Background: an optimization exercise with open tools, aiming at small area. Do not read the settings as production practice.
The RTL was checked by simulation tests, not by an equivalence proof against the original design.
No activity file was given, so power comes from the tool's default toggle rates.

the baseline:
==> module uart_rx, before the edit <==
module uart_rx (
    input            sys_clk,
    input            sys_rst_n,
    input            rx,
    output reg [7:0] rx_data,
    output reg [3:0] bit_cnt,
    output reg       po_flag
);
    localparam IDLE = 4'd15;
    reg        rx_reg1, rx_reg2, rx_reg3;
    reg        start_nedge;
    reg [12:0] baud_cnt;
    wire work_en  = (bit_cnt != IDLE);
    wire bit_flag = (baud_cnt == 13'd2083);
    wire rx_flag  = (baud_cnt == 13'd2084) && (bit_cnt == 4'd0 || bit_cnt == IDLE);
    always @(posedge sys_clk or negedge sys_rst_n)
        if (!sys_rst_n) begin
            rx_reg1     <= 1'b1;
            rx_reg2     <= 1'b1;
            rx_reg3     <= 1'b1;
            start_nedge <= 1'b0;
            baud_cnt    <= 13'd0;
            bit_cnt     <= IDLE;
            po_flag     <= 1'b0;
        end else begin
            rx_reg1     <= rx;
            rx_reg2     <= rx_reg1;
            rx_reg3     <= rx_reg2;
            start_nedge <= ~rx_reg2 & rx_reg3;
            if (baud_cnt == 13'd4165 || !work_en)
                baud_cnt <= 13'd0;
            else
                baud_cnt <= baud_cnt + 13'd1;
            if (bit_flag && bit_cnt == 4'd8)
                bit_cnt <= start_nedge ? 4'd0 : IDLE;
            else if (bit_flag)
                bit_cnt <= bit_cnt + 4'd1;
            else if (start_nedge && !work_en)
                bit_cnt <= 4'd0;
            po_flag <= rx_flag;
        end
    always @(posedge sys_clk)
        if (bit_flag && bit_cnt != 4'd0)
            rx_data <= {rx_reg3, rx_data[7:1]};
endmodule
==> module uart_tx, before the edit <==
module uart_tx (
    input        sys_clk,
    input        sys_rst_n,
    input  [7:0] rx_data,
    input  [3:0] rx_cnt,
    input        pi_flag,
    output reg   tx
);
    localparam IDLE = 4'd15;
    reg [12:0] baud_cnt;
    reg [3:0]  bit_cnt;
    wire work_en  = (bit_cnt != IDLE);
    wire bit_flag = (baud_cnt == 13'd2);
    wire [2:0] shifted = (rx_cnt >= 4'd2 && rx_cnt <= 4'd8) ? rx_cnt[2:0] - 3'd1 : 3'd0;
    wire [2:0] idx     = bit_cnt[2:0] - 3'd1 - shifted;
    always @(posedge sys_clk or negedge sys_rst_n)
        if (!sys_rst_n) begin
            baud_cnt <= 13'd0;
            bit_cnt  <= IDLE;
            tx       <= 1'b1;
        end else begin
            if (baud_cnt == 13'd4165 || !work_en)
                baud_cnt <= 13'd0;
            else
                baud_cnt <= baud_cnt + 13'd1;
            if (bit_flag && bit_cnt == 4'd9)
                bit_cnt <= pi_flag ? 4'd0 : IDLE;
            else if (pi_flag && !work_en)
                bit_cnt <= 4'd0;
            else if (bit_flag)
                bit_cnt <= bit_cnt + 4'd1;
            if (bit_flag)
                case (bit_cnt)
                    4'd0:    tx <= 1'b0;
                    4'd9:    tx <= 1'b1;
                    default: tx <= rx_data[idx];
                endcase
        end
endmodule
==> module rs232, before the edit <==
module rs232 (
    input  sys_clk,
    input  sys_rst_n,
    input  rx,
    output tx
);
    wire [7:0] rx_data;
    wire [3:0] rx_cnt;
    wire       po_flag;
    uart_rx uart_rx_inst (
        .sys_clk   (sys_clk),
        .sys_rst_n (sys_rst_n),
        .rx        (rx),
        .rx_data   (rx_data),
        .bit_cnt   (rx_cnt),
        .po_flag   (po_flag)
    );
    uart_tx uart_tx_inst (
        .sys_clk   (sys_clk),
        .sys_rst_n (sys_rst_n),
        .rx_data   (rx_data),
        .rx_cnt    (rx_cnt),
        .pi_flag   (po_flag),
        .tx        (tx)
    );
endmodule
==> flow/config.mk <==
export PLATFORM = sky130hd
export DESIGN_NAME = UNIT_FINAL
export DESIGN_NICKNAME = UNIT_FINAL
export VERILOG_FILES = /design/flow/design.v
export SDC_FILE = /design/flow/constraint.sdc
export NUM_CORES = 4
export LEC_CHECK = 0
export CAP_MARGIN = 20
export CORE_MARGIN = 2
export CORE_UTILIZATION = 40
export SLEW_MARGIN = 20
==> flow/constraint.sdc <==
create_clock -name core_clock -period 25.0 [get_ports {clk}]
set_input_delay 5.0000 -clock core_clock [delete_from_list [all_inputs] [get_ports {clk}]]
set_output_delay 5.0000 -clock core_clock [all_outputs]
set_load 0.01 [all_outputs]
run.sh (not shown) runs the stock make flow with config.mk's settings and CLKGATE_MAP_FILE= SYNTH_SCRIPT=/design/flow/synth_recipe.tcl, a recipe that flattens the netlist after the stock synthesis.
The baseline has completed all stages; timing, DRC and antenna checks passed.
## Diff of input files: the candidate against the baseline
==> flow/design.v, changed modules only <==
module uart_rx (
    input            sys_clk,
    input            sys_rst_n,
    input            rx,
    output reg [7:0] po_data,
    output reg       po_flag
);
    localparam IDLE = 4'd15;
    reg        rx_reg1, rx_reg2, rx_reg3;
    reg        start_nedge;
    reg [12:0] baud_cnt;
    reg [3:0]  bit_cnt;
    reg [7:0]  rx_data;
    wire work_en  = (bit_cnt != IDLE);
    wire bit_flag = (baud_cnt == 13'd2083);
    wire rx_flag  = (baud_cnt == 13'd2084) && (bit_cnt == 4'd0 || bit_cnt == IDLE);
    always @(posedge sys_clk or negedge sys_rst_n)
        if (!sys_rst_n) begin
            rx_reg1     <= 1'b1;
            rx_reg2     <= 1'b1;
            rx_reg3     <= 1'b1;
            start_nedge <= 1'b0;
            baud_cnt    <= 13'd0;
            bit_cnt     <= IDLE;
            po_flag     <= 1'b0;
        end else begin
            rx_reg1     <= rx;
            rx_reg2     <= rx_reg1;
            rx_reg3     <= rx_reg2;
            start_nedge <= ~rx_reg2 & rx_reg3;
            if (baud_cnt == 13'd4165 || !work_en)
                baud_cnt <= 13'd0;
            else
                baud_cnt <= baud_cnt + 13'd1;
            if (bit_flag && bit_cnt == 4'd8)
                bit_cnt <= start_nedge ? 4'd0 : IDLE;
            else if (bit_flag)
                bit_cnt <= bit_cnt + 4'd1;
            else if (start_nedge && !work_en)
                bit_cnt <= 4'd0;
            po_flag <= rx_flag;
        end
    always @(posedge sys_clk)
        if (bit_flag && bit_cnt != 4'd0)
            rx_data <= {rx_reg3, rx_data[7:1]};
    always @(posedge sys_clk)
        if (rx_flag)
            po_data <= rx_data;
endmodule
module uart_tx (
    input        sys_clk,
    input        sys_rst_n,
    input  [7:0] pi_data,
    input        pi_flag,
    output reg   tx
);
    localparam IDLE = 4'd15;
    reg [12:0] baud_cnt;
    reg [3:0]  bit_cnt;
    wire work_en  = (bit_cnt != IDLE);
    wire bit_flag = (baud_cnt == 13'd2);
    always @(posedge sys_clk or negedge sys_rst_n)
        if (!sys_rst_n) begin
            baud_cnt <= 13'd0;
            bit_cnt  <= IDLE;
            tx       <= 1'b1;
        end else begin
            if (baud_cnt == 13'd4165 || !work_en)
                baud_cnt <= 13'd0;
            else
                baud_cnt <= baud_cnt + 13'd1;
            if (bit_flag && bit_cnt == 4'd9)
                bit_cnt <= pi_flag ? 4'd0 : IDLE;
            else if (pi_flag && !work_en)
                bit_cnt <= 4'd0;
            else if (bit_flag)
                bit_cnt <= bit_cnt + 4'd1;
            if (bit_flag)
                case (bit_cnt)
                    4'd0:    tx <= 1'b0;
                    4'd9:    tx <= 1'b1;
                    default: tx <= pi_data[bit_cnt[2:0] - 3'd1];
                endcase
        end
endmodule
module rs232 (
    input  sys_clk,
    input  sys_rst_n,
    input  rx,
    output tx
);
    wire [7:0] po_data;
    wire       po_flag;
    uart_rx uart_rx_inst (
        .sys_clk   (sys_clk),
        .sys_rst_n (sys_rst_n),
        .rx        (rx),
        .po_data   (po_data),
        .po_flag   (po_flag)
    );
    uart_tx uart_tx_inst (
        .sys_clk   (sys_clk),
        .sys_rst_n (sys_rst_n),
        .pi_data   (po_data),
        .pi_flag   (po_flag),
        .tx        (tx)
    );
endmodule
Notes after the runs:
- The candidate | status: complete | timing, DRC, antenna: pass
- Per the comparison of the candidate with the baseline, net switching fraction of the power -0.52 points, post-synthesis net count shows a reduction of 20.
- Looking at gate count of the mapped netlist, the candidate sits 17 lower than the baseline does.
- On overall routed net length, the lower figure sits with the candidate, not the baseline.
- Number of signal-net inverters in the final layout, the baseline and the candidate, lower one = the candidate.
- Register-to-register slack: the baseline and the candidate compared, lower one is the baseline
- A startpoint of the most critical setup path of ad.h[0]$_DFFE_PN1P_ is what the baseline shows, while ad.h[5]$_DFFE_PN1P_ belongs to the candidate.
- Row total via count in the routed design: the candidate lower / the baseline higher
- The baseline reports its slowest cell on the critical path as sky130_fd_sc_hd__dfstp_2 while the candidate reports sky130_fd_sc_hd__clkdlybuf4s50_1.

-- what the ideal ports hide --
No port has a modelled driver above. Below, the same layouts with a new extraction and two added sets of constraints. Step 1: set_driving_cell puts a clkbuf_16 on clk and a buf_2 on each other input, an assumption about the parent block. Step 2 adds t to the input delays and takes it off the output delays; t is the mean of the earliest and latest rising clock arrival at the registers after step 1. Input paths then give back, and output paths get back, about the clock's delay inside the block. Three values: no drivers, after step 1, after step 2; two values: the first two.
| run | shift t [ns] | setup slack, ns | worst setup path at the end | cell pins on the clock port's net |
|---|---|---|---|---|
| the baseline | 0.379 | 17.814 / 17.774 / 18.152 | register to output | 1 |
| the candidate | 0.381 | 17.662 / 17.621 / 18.002 | register to output | 1 |
After both steps every run listed still meets setup and hold.
